Source: an optimization exercise on an open RTL-to-GDS flow (aim: small area and a short achievable clock period). Production flows keep margins and buffers that such runs may drop.
Function was checked by simulation only, so behaviour that the tests miss may differ from the original.

Setup of rev 12:
Design Posit_Multiplier, start of the top module:
module Posit_Multiplier(A1, B1, clk, reset, OUT);
  input [0:15] A1, B1;
  input clk, reset;
  output reg [0:15] OUT;
  wire [14:0] ma_in, mb_in;
  pabs u_aa(A1[0], A1[1:15], ma_in);
  pabs u_ab(B1[0], B1[1:15], mb_in);
  reg sa, sb;
  reg [14:0] ma, mb;
  reg rst_d;
  wire [15:0] res;
  always @(posedge clk) begin
    sa <= A1[0];
    sb <= B1[0];
    ma <= ma_in;
    mb <= mb_in;
    rst_d <= reset;
    OUT <= res & {16{~reset}};
  end
  wire [3:0] sha, shb;
  wire [1:0] ea, eb;
  wire [10:0] fa, fb;
  pdec u_da(ma, sha, ea, fa);
  pdec u_db(mb, shb, eb, fb);
  wire [12:0] r;
  pmul_core u_m(fa, fb, r);
  wire c = r[12] | r[11];                  
  wire p22 = ~r[11];                       
  wire [6:0] sca = {~ma[14], sha ^ {4{~ma[14]}}, ea};
  wire [6:0] scb = {~mb[14], shb ^ {4{~mb[14]}}, eb};
  wire [7:0] s0;
  prip #(8) u_sc({sca[6], sca}, {scb[6], scb}, 1'b0, s0);
  wire neg = s0[7];                        
  wire [4:0] q = s0[6:2] ^ {5{neg}};       
  wire [1:0] fe = s0[1:0];
  wire f3 = &fe;                           
  wire m1 = &s0[7:2];                      
  wire za = ~|ma;
  wire zb = ~|mb;
  wire z = (za & ~sa) | (zb & ~sb) | rst_d;
  wire n = ((za & sa) | (zb & sb)) & ~z;
  wire so = ~z & (n | (sa ^ sb));
  wire rb = ~neg & ~z & ~n;                
  wire frc = z | n | q[4];
  reg [14:0] v0;
  always @* begin
    if (!c)
      v0 = {~neg, neg, fe, r[10:0]};
    else if (!f3)
  ...
Size: ~940 cells after synthesis, roughly 49 flip-flops, ~50 I/O pins.
clock: 60.0 ns
lec_check: 0
cap_margin: 20
core_margin: 2
core_utilization: 40
cts_buf_list: sky130_fd_sc_hd__clkbuf_8
cts_cluster_diameter: 300
cts_cluster_size: 50
slew_margin: 20
standard.sh (not shown) runs the stock make flow with config.mk's settings and CLKGATE_MAP_FILE= SYNTH_SCRIPT=/design/flow/synth_recipe.tcl, a recipe that flattens the netlist after the stock synthesis.
==> flow/flow/run.sh <==
#!/bin/bash
# Layout flow: the standard flow (standard.sh) with these changes.
#  1. Synthesis skips Yosys's internal "abc -fast" before extract_fa, so the
#     full adders written in the RTL are extracted as written.
#  2. The final abc mapping uses flow/abc_area.script (area mapping), except
#     for the modules in FLOW_FAST_MODULES, which keep their hierarchy until
#     the standard flow's script flattens the design and are mapped with
#     flow/abc_fast.script (delay mapping).
#  3. Ports are buffered with sky130_fd_sc_hd__buf_1 cells.
#  4. ORFS's repair_timing runs with a setup margin of 47 ns, so that it
#     works on paths longer than about 13 ns (the clock period and the SDC are
#     unchanged: the layout is built and signed off at the design's 60 ns).
# The flow's own output goes to flow_standard.log; each tool's log is under
# orfs/logs/.
# Registers and their names are those of the standard synthesis.
set -euo pipefail
here=$(pwd)
{
  head -n 1 synth_recipe.tcl
  cat flow/synth_overrides.tcl
  tail -n +2 synth_recipe.tcl
} > flow_synth.tcl
export FLOW_ABC_AREA="$here/flow/abc_area.script"
export FLOW_ABC_FAST="$here/flow/abc_fast.script"
export FLOW_FAST_MODULES="pabs"
bash standard.sh SYNTH_SCRIPT="$here/flow_synth.tcl" \
  "BUFFER_PORTS_ARGS=-buffer_cell sky130_fd_sc_hd__buf_1" SETUP_SLACK_MARGIN=47.0 finish > flow_standard.log 2>&1
Other scripts of this flow, unchanged in this note and not shown: flow/flow/abc_area.script, flow/flow/abc_fast.script, flow/flow/synth_overrides.tcl
Rev 12 | status: complete | timing, DRC, antenna: pass
The following lists how rev 13 was set up differently from rev 12:
diff --git a/flow/flow/run.sh b/flow/flow/run.sh
--- a/flow/flow/run.sh
+++ b/flow/flow/run.sh
@@ -10,5 +9,0 @@
-#  4. ORFS's repair_timing runs with a setup margin of 47 ns, so that it
-#     works on paths longer than about 13 ns (the clock period and the SDC are
-#     unchanged: the layout is built and signed off at the design's 60 ns).
-# The flow's own output goes to flow_standard.log; each tool's log is under
-# orfs/logs/.
@@ -27 +22 @@
-  "BUFFER_PORTS_ARGS=-buffer_cell sky130_fd_sc_hd__buf_1" SETUP_SLACK_MARGIN=47.0 finish > flow_standard.log 2>&1
+  "BUFFER_PORTS_ARGS=-buffer_cell sky130_fd_sc_hd__buf_1" SETUP_SLACK_MARGIN=46.9 finish > flow_standard.log 2>&1
- Every run in the comparison, rev 12 and rev 13, completed the flow with a clean layout.
- Compared rev 13 vs rev 12, and critical path depth is up in rev 13.
- There was hardly any difference in cell count between rev 12 and rev 13.
- On final routed wirelength across all metal layers, rev 12 and rev 13 are neck and neck.
- Delta (rev 13 minus rev 12): worst setup slack after layout moved down, number of vias per cell after detailed routing moved up.

========
Starting RTL as in the previous note.
export LEC_CHECK = 0
export CAP_MARGIN = 20
export CORE_MARGIN = 2
export CORE_UTILIZATION = 40
export CTS_BUF_LIST = sky130_fd_sc_hd__clkbuf_8
export CTS_CLUSTER_DIAMETER = 300
export CTS_CLUSTER_SIZE = 50
export SLEW_MARGIN = 20
create_clock -name core_clock -period 60.0 [get_ports {clk}]
==> flow/flow/run.sh <==
#!/bin/bash
# Layout flow: the standard flow (standard.sh) with these changes.
#  1. Synthesis skips Yosys's internal "abc -fast" before extract_fa, so the
#     full adders written in the RTL are extracted as written.
#  2. The final abc mapping uses flow/abc_area.script (area mapping), except
#     for the modules in FLOW_FAST_MODULES, which keep their hierarchy until
#     the standard flow's script flattens the design and are mapped with
#     flow/abc_fast.script (delay mapping).
#  3. Ports are buffered with sky130_fd_sc_hd__buf_1 cells.
# Registers and their names are those of the standard synthesis.
set -euo pipefail
here=$(pwd)
{
  head -n 1 synth_recipe.tcl
  cat flow/synth_overrides.tcl
  tail -n +2 synth_recipe.tcl
} > flow_synth.tcl
export FLOW_ABC_AREA="$here/flow/abc_area.script"
export FLOW_ABC_FAST="$here/flow/abc_fast.script"
export FLOW_FAST_MODULES="pabs"
bash standard.sh SYNTH_SCRIPT="$here/flow_synth.tcl" \
  "BUFFER_PORTS_ARGS=-buffer_cell sky130_fd_sc_hd__buf_1" SETUP_SLACK_MARGIN=47.0 finish > flow_standard.log 2>&1
==> flow/flow/abc_area.script <==
strash
dch
amap
strash
dch
amap
topo
==> flow/flow/abc_fast.script <==
strash
map -D 600
topo
==> flow/flow/synth_overrides.tcl <==
# Overrides for the standard flow's synthesis script (see run.sh).
# synth: the fine stage runs without Yosys's internal "abc -fast", so that
# extract_fa sees the full adders as the RTL writes them.  Modules listed in
# FLOW_FAST_MODULES keep their hierarchy until the end of synthesis (the standard flow's
# script flattens everything before writing the netlist).
proc synth {args} {
  if {[lsearch -exact $args "fine:"] >= 0} {
    yosys synth -nofsm -noshare -noabc {*}$args
  } else {
    if {[info exists ::env(FLOW_FAST_MODULES)]} {
      foreach m $::env(FLOW_FAST_MODULES) {
        yosys setattr -mod -set keep_hierarchy 1 $m
      }
    }
    yosys synth -nofsm -noshare {*}$args
  }
}
# abc: modules in FLOW_FAST_MODULES are mapped with FLOW_ABC_FAST, the rest
# with FLOW_ABC_AREA.
proc abc {args} {
  set i [lsearch -exact $args "-script"]
  if {$i < 0 || ![info exists ::env(FLOW_ABC_AREA)]} {
    yosys abc {*}$args
    return
  }
  set rest [list]
  if {[info exists ::env(FLOW_FAST_MODULES)]} {
    foreach m $::env(FLOW_FAST_MODULES) {
      if {[lindex [yosys select -count $m] 0] == 0} { continue }
      set a $args
      lset a [expr {$i + 1}] $::env(FLOW_ABC_FAST)
      yosys abc {*}$a $m
    }
    set rest [list $::env(DESIGN_NAME)]
  }
  set a $args
  lset a [expr {$i + 1}] $::env(FLOW_ABC_AREA)
  yosys abc {*}$a {*}$rest
}
Change:
--- a/flow/flow/run.sh
+++ b/flow/flow/run.sh
@@ -20,3 +20,3 @@
 export FLOW_FAST_MODULES="pabs"
 bash standard.sh SYNTH_SCRIPT="$here/flow_synth.tcl" \
-  "BUFFER_PORTS_ARGS=-buffer_cell sky130_fd_sc_hd__buf_1" SETUP_SLACK_MARGIN=47.0 finish > flow_standard.log 2>&1
+  "BUFFER_PORTS_ARGS=-buffer_cell sky130_fd_sc_hd__buf_1" SETUP_SLACK_MARGIN=47.15 finish > flow_standard.log 2>&1
==> flow/flow/abc_fast.script (replaced) <==
strash
map
topo
Effect: Critical path depth stays the same. Routed wire length is lower by 0.82%. Synthesized area rises by 0.58%. Fmax is about the same. First-iteration DRC count went down by 4.9%.
Change:
--- a/flow/flow/run.sh
+++ b/flow/flow/run.sh
@@ -20,3 +20,3 @@
 export FLOW_FAST_MODULES="pabs"
 bash standard.sh SYNTH_SCRIPT="$here/flow_synth.tcl" \
-  "BUFFER_PORTS_ARGS=-buffer_cell sky130_fd_sc_hd__buf_1" SETUP_SLACK_MARGIN=47.15 finish > flow_standard.log 2>&1
+  "BUFFER_PORTS_ARGS=-buffer_cell sky130_fd_sc_hd__buf_1" SETUP_SLACK_MARGIN=47.05 finish > flow_standard.log 2>&1
==> flow/flow/abc_fast.script (replaced) <==
strash
map -D 600
topo
Synthesized area is lower by 0.58%.
Hold slack is better by 14 ps.
Design area is lower by 0.61%.
Final cell count stays flat.
Wire length is higher by 1.5%.
Worst setup slack is worse by 21 ps.
Utilization is lower by 0.12 points.
Change:
--- a/flow/flow/run.sh
+++ b/flow/flow/run.sh
@@ -8,4 +8,9 @@
 #     flow/abc_fast.script (delay mapping).
 #  3. Ports are buffered with sky130_fd_sc_hd__buf_1 cells.
+#  4. ORFS's repair_timing runs with a setup margin of 47 ns, so that it
+#     works on paths longer than about 13 ns (the clock period and the SDC are
+#     unchanged: the layout is built and signed off at the design's 60 ns).
+# The flow's own output goes to flow_standard.log; each tool's log is under
+# orfs/logs/.
 # Registers and their names are those of the standard synthesis.
 set -euo pipefail
@@ -20,3 +25,3 @@
 export FLOW_FAST_MODULES="pabs"
 bash standard.sh SYNTH_SCRIPT="$here/flow_synth.tcl" \
-  "BUFFER_PORTS_ARGS=-buffer_cell sky130_fd_sc_hd__buf_1" SETUP_SLACK_MARGIN=47.05 finish > flow_standard.log 2>&1
+  "BUFFER_PORTS_ARGS=-buffer_cell sky130_fd_sc_hd__buf_1" SETUP_SLACK_MARGIN=47.0 finish > flow_standard.log 2>&1
CORE_UTILIZATION = 70   (was 40)
PLACE_DENSITY = 0.8   (was not set)
Outcome: The new run completed without violations. Die area falls by 42%. Final cell count is lower by 7.9%. Final area goes down by 1.2%. Register-to-register slack is worse by 90 ps.

========
== run 1 ==
Another version of the RTL of Posit_Multiplier (not shown whole).
Size in the first run: ~1,100 cells after synthesis, about 49 flip-flops, roughly 50 I/O pins, roughly 0.0080 mm² of cells after synthesis.
Settings: LEC_CHECK=0, CAP_MARGIN=60, CORE_MARGIN=2, CORE_UTILIZATION=40, SLEW_MARGIN=60; clock period 60.0 ns.
==> flow/flow/run.sh <==
#!/bin/bash
# Layout flow: the standard flow (standard.sh) with these changes.
#  1. Synthesis skips Yosys's internal "abc -fast" before extract_fa, so the
#     full adders written in the RTL are extracted as written.
#  2. The final abc mapping uses flow/abc_area.script (area mapping), except
#     for the modules in FLOW_FAST_MODULES, which keep their hierarchy until
#     the standard flow's script flattens the design and are mapped with
#     flow/abc_fast.script (delay mapping).
#  3. Ports are buffered with sky130_fd_sc_hd__buf_1 cells.
# Registers and their names are those of the standard synthesis.
set -euo pipefail
here=$(pwd)
{
  head -n 1 synth_recipe.tcl
  cat flow/synth_overrides.tcl
  tail -n +2 synth_recipe.tcl
} > flow_synth.tcl
export FLOW_ABC_AREA="$here/flow/abc_area.script"
export FLOW_ABC_FAST="$here/flow/abc_fast.script"
export FLOW_FAST_MODULES="pabs"
bash standard.sh SYNTH_SCRIPT="$here/flow_synth.tcl" \
  "BUFFER_PORTS_ARGS=-buffer_cell sky130_fd_sc_hd__buf_1" finish > flow_standard.log 2>&1
==> flow/flow/abc_area.script <==
strash
dch
map -a
topo
==> flow/flow/abc_fast.script <==
strash
map
topo
Scripts as last shown in full above: flow/flow/synth_overrides.tcl
Run 1 | stages: all done | timing, DRC, antenna: all pass
The inputs of run 2 differ from those of run 1 as listed below.
-- flow/config.mk --
<<< run 1, line 8
export CAP_MARGIN = 60
>>> run 2, line 8
export CAP_MARGIN = 90
<<< run 1, line 11
export SLEW_MARGIN = 60
>>> run 2, line 11
export SLEW_MARGIN = 90
Findings:
- Run 2 | ERROR | global routing (5_1_grt)
- Per the comparison of run 2 with run 1, number of buffers inserted by port buffering level, placement-stage cell area moved up.
- The final weighted congestion in routability-driven placement on run 2 is in line with that on run 1.
- As far as post-synthesis net count goes, run 2 and run 1 are indistinguishable; the numbers are identical.
- Combined area of all synthesized cells of run 2 is on par with run 1.
- Against run 1, number of cells after detailed placement in run 2 rose by more than a quarter.
- Run 1 → run 2: total clock sinks has remained practically unchanged; pre-CTS worst setup slack shrank by 12.47 ns.
The following lists how run 3 was set up differently from run 2:
==> flow/flow/abc_area.script <==
strash
dch
amap
strash
dch
amap
topo
-- flow/config.mk --
<<< run 2, line 8
export CAP_MARGIN = 90
>>> run 3, line 8
export CAP_MARGIN = 60
<<< run 2, line 11
export SLEW_MARGIN = 90
>>> run 3, line 11
export SLEW_MARGIN = 60
==> comparison <==
Looking at the logs for run 3 and run 2, the single run that did not finish was run 2.
The hold-fix buffer count after cts of run 3 and that of run 2 are within noise of each other.
Diff run 2 -> run 3: floorplan die height went down; simple-gate share of the synthesized area shrank by 4.9 points.
Looking at post-place setup slack across run 3 and run 2, the one that comes out lower is run 2.
Summary of run 3 over run 2: row count dropped 2.0%; effective utilization at floorplan dropped 0.19 points; mean cell area of the mapped netlist climbed about 8%.
Comparing run 3 and run 2, the lower total standard cell area after synthesis is on run 3.
The inputs of run 4 differ from those of run 3 as listed below.
-- flow/flow/run.sh --
<<< run 3, line 22
  "BUFFER_PORTS_ARGS=-buffer_cell sky130_fd_sc_hd__buf_1" finish > flow_standard.log 2>&1
>>> run 4, line 22
  "BUFFER_PORTS_ARGS=-buffer_cell sky130_fd_sc_hd__buf_1" SETUP_SLACK_MARGIN=47.1 finish > flow_standard.log 2>&1
-- flow/config.mk --
<<< run 3, line 8
export CAP_MARGIN = 60
>>> run 4, line 8
export CAP_MARGIN = 20
<<< run 3, line 11
export SLEW_MARGIN = 60
>>> run 4, line 11
export SLEW_MARGIN = 20
### Flow results
Between run 4 and run 3, the global-route usage does not differ in any meaningful way.
For run 4, the cell at the slowest stage of the critical path was sky130_fd_sc_hd__dfxtp_1, unlike run 3, where it was sky130_fd_sc_hd__dfxtp_2.
Of run 4 and run 3, run 3 shows the lower growth of design area from synthesis to finish, with run 4 above it.
Of the two values seen for kind of critical path, register to output pin was produced by run 4 and register to register by run 3.
Run 4: total non-filler cell area in the finished layout 1.3% above run 3
Run 4 vs run 3, worst setup slack after layout went up by 0.17 ns.
Fraction of area in registers essentially unchanged between run 3 and run 4.
> inputs changed (run 4 -> run 5)
-- flow/config.mk --
<<< run 4, line 8
export CAP_MARGIN = 20
>>> run 5, line 8
export CAP_MARGIN = 60
<<< run 4, line 11
export SLEW_MARGIN = 20
>>> run 5, line 11
export CTS_BUF_LIST = sky130_fd_sc_hd__clkbuf_8
export CTS_CLUSTER_DIAMETER = 300
export CTS_CLUSTER_SIZE = 50
export SLEW_MARGIN = 60
## What came out
- Run 5 completed; timing, DRC and antenna clean
- Delta (run 5 minus run 4): met2 wirelength from detailed routing was more or less identical; worst slew slack as a fraction of its limit now sits higher; routed wire length lower.
- STATUS post-route standard cell area excluding fillers: run 5 wins against run 4
- Run 4 → run 5: antenna diode instance count stayed essentially flat; met1 track utilization from global routing saw little to no change; hold slack shows an increase of 0.0092 ns.
- The final critical path time including I/O delays and setup in run 5 sits 0.016 ns above the value recorded for run 4.
Input-level comparison between run 6 and run 5:
-- flow/flow/run.sh --
<<< run 5, line 22
  "BUFFER_PORTS_ARGS=-buffer_cell sky130_fd_sc_hd__buf_1" SETUP_SLACK_MARGIN=47.1 finish > flow_standard.log 2>&1
>>> run 6, line 22
  "BUFFER_PORTS_ARGS=-buffer_cell sky130_fd_sc_hd__buf_1" SETUP_SLACK_MARGIN=46.0 finish > flow_standard.log 2>&1
-- flow/config.mk --
<<< run 5, line 8
export CAP_MARGIN = 60
>>> run 6, line 8
export CAP_MARGIN = 20
<<< run 5, line 14
export SLEW_MARGIN = 60
>>> run 6, line 14
export SLEW_MARGIN = 20
==> run summary <==
- Sort run 6 and run 5 by cell area after layout desc -> top: run 5
- Changes observed in run 6 relative to run 5: slack of the critical path shows a reduction of 0.32 ns, shortest clock period the worst path allows after layout shows an increase of 0.32 ns.
- Run 5 vs run 6, capture point of the critical path: OUT[7] vs ma[5]
- Taking run 5 as the reference, in run 6 count of non-CTS buffers in the layout decreased by 2 relative to the old numbers, global-route usage -0.24 points, met2 wire length now sits lower.

[re-timing with driven ports]
In the flow no input, the clock included, has a driving cell. The finished layouts below were timed again as built, in two steps.
Step 1: set_driving_cell puts a clkbuf_16 on clk and a buf_2 on each other input, an assumption about the parent block.
Step 2 times the ports against the registers' clock, not the clock port: input delays grow and output delays shrink by t, the midpoint of the rising clock arrivals with the driver on.
a / b / c = ideal ports / drivers / drivers and shift; a / b = the first two.
| run | shift t [ns] | setup WS [ns] | worst setup path at the end | slew at the worst register clock pin (ns) | cell pins on the clock port's net |
|---|---|---|---|---|---|
| rev 12 | 0.342 | 47.192 / 47.159 / 46.872 | input to register | 0.09 / 0.09 | 1 |
| rev 13 | 0.342 | 47.124 / 47.131 / 46.789 | input to register | 0.09 / 0.09 | 1 |
| the first run of note 2 | 0.342 | 47.192 / 47.159 / 46.872 | input to register | 0.09 / 0.09 | 1 |
| the second run of note 2 | 0.342 | 47.212 / 47.180 / 46.937 | input to register | 0.09 / 0.09 | 1 |
| the third run of note 2 | 0.342 | 47.192 / 47.159 / 46.902 | input to register | 0.09 / 0.09 | 1 |
| the fourth run of note 2 | 0.329 | 47.141 / 47.146 / 46.817 | input to register | 0.09 / 0.09 | 1 |
| run 1 | 0.325 | 47.228 / 47.191 / 46.932 | input to register | 0.07 / 0.07 | 1 |
| run 3 | 0.330 | 47.055 / 47.055 / 46.945 | input to register | 0.07 / 0.07 | 1 |
| run 4 | 0.329 | 47.221 / 47.179 / 46.953 | input to register | 0.07 / 0.07 | 1 |
| run 5 | 0.343 | 47.205 / 47.166 / 46.942 | input to register | 0.09 / 0.09 | 1 |
| run 6 | 0.337 | 46.882 / 46.895 / 46.558 | input to register | 0.09 / 0.09 | 1 |
After both steps setup and hold are still met in every run listed. The setup slack of rev 13, which loses most, moves by +0.007 ns with the drivers and by -0.335 ns with both steps.
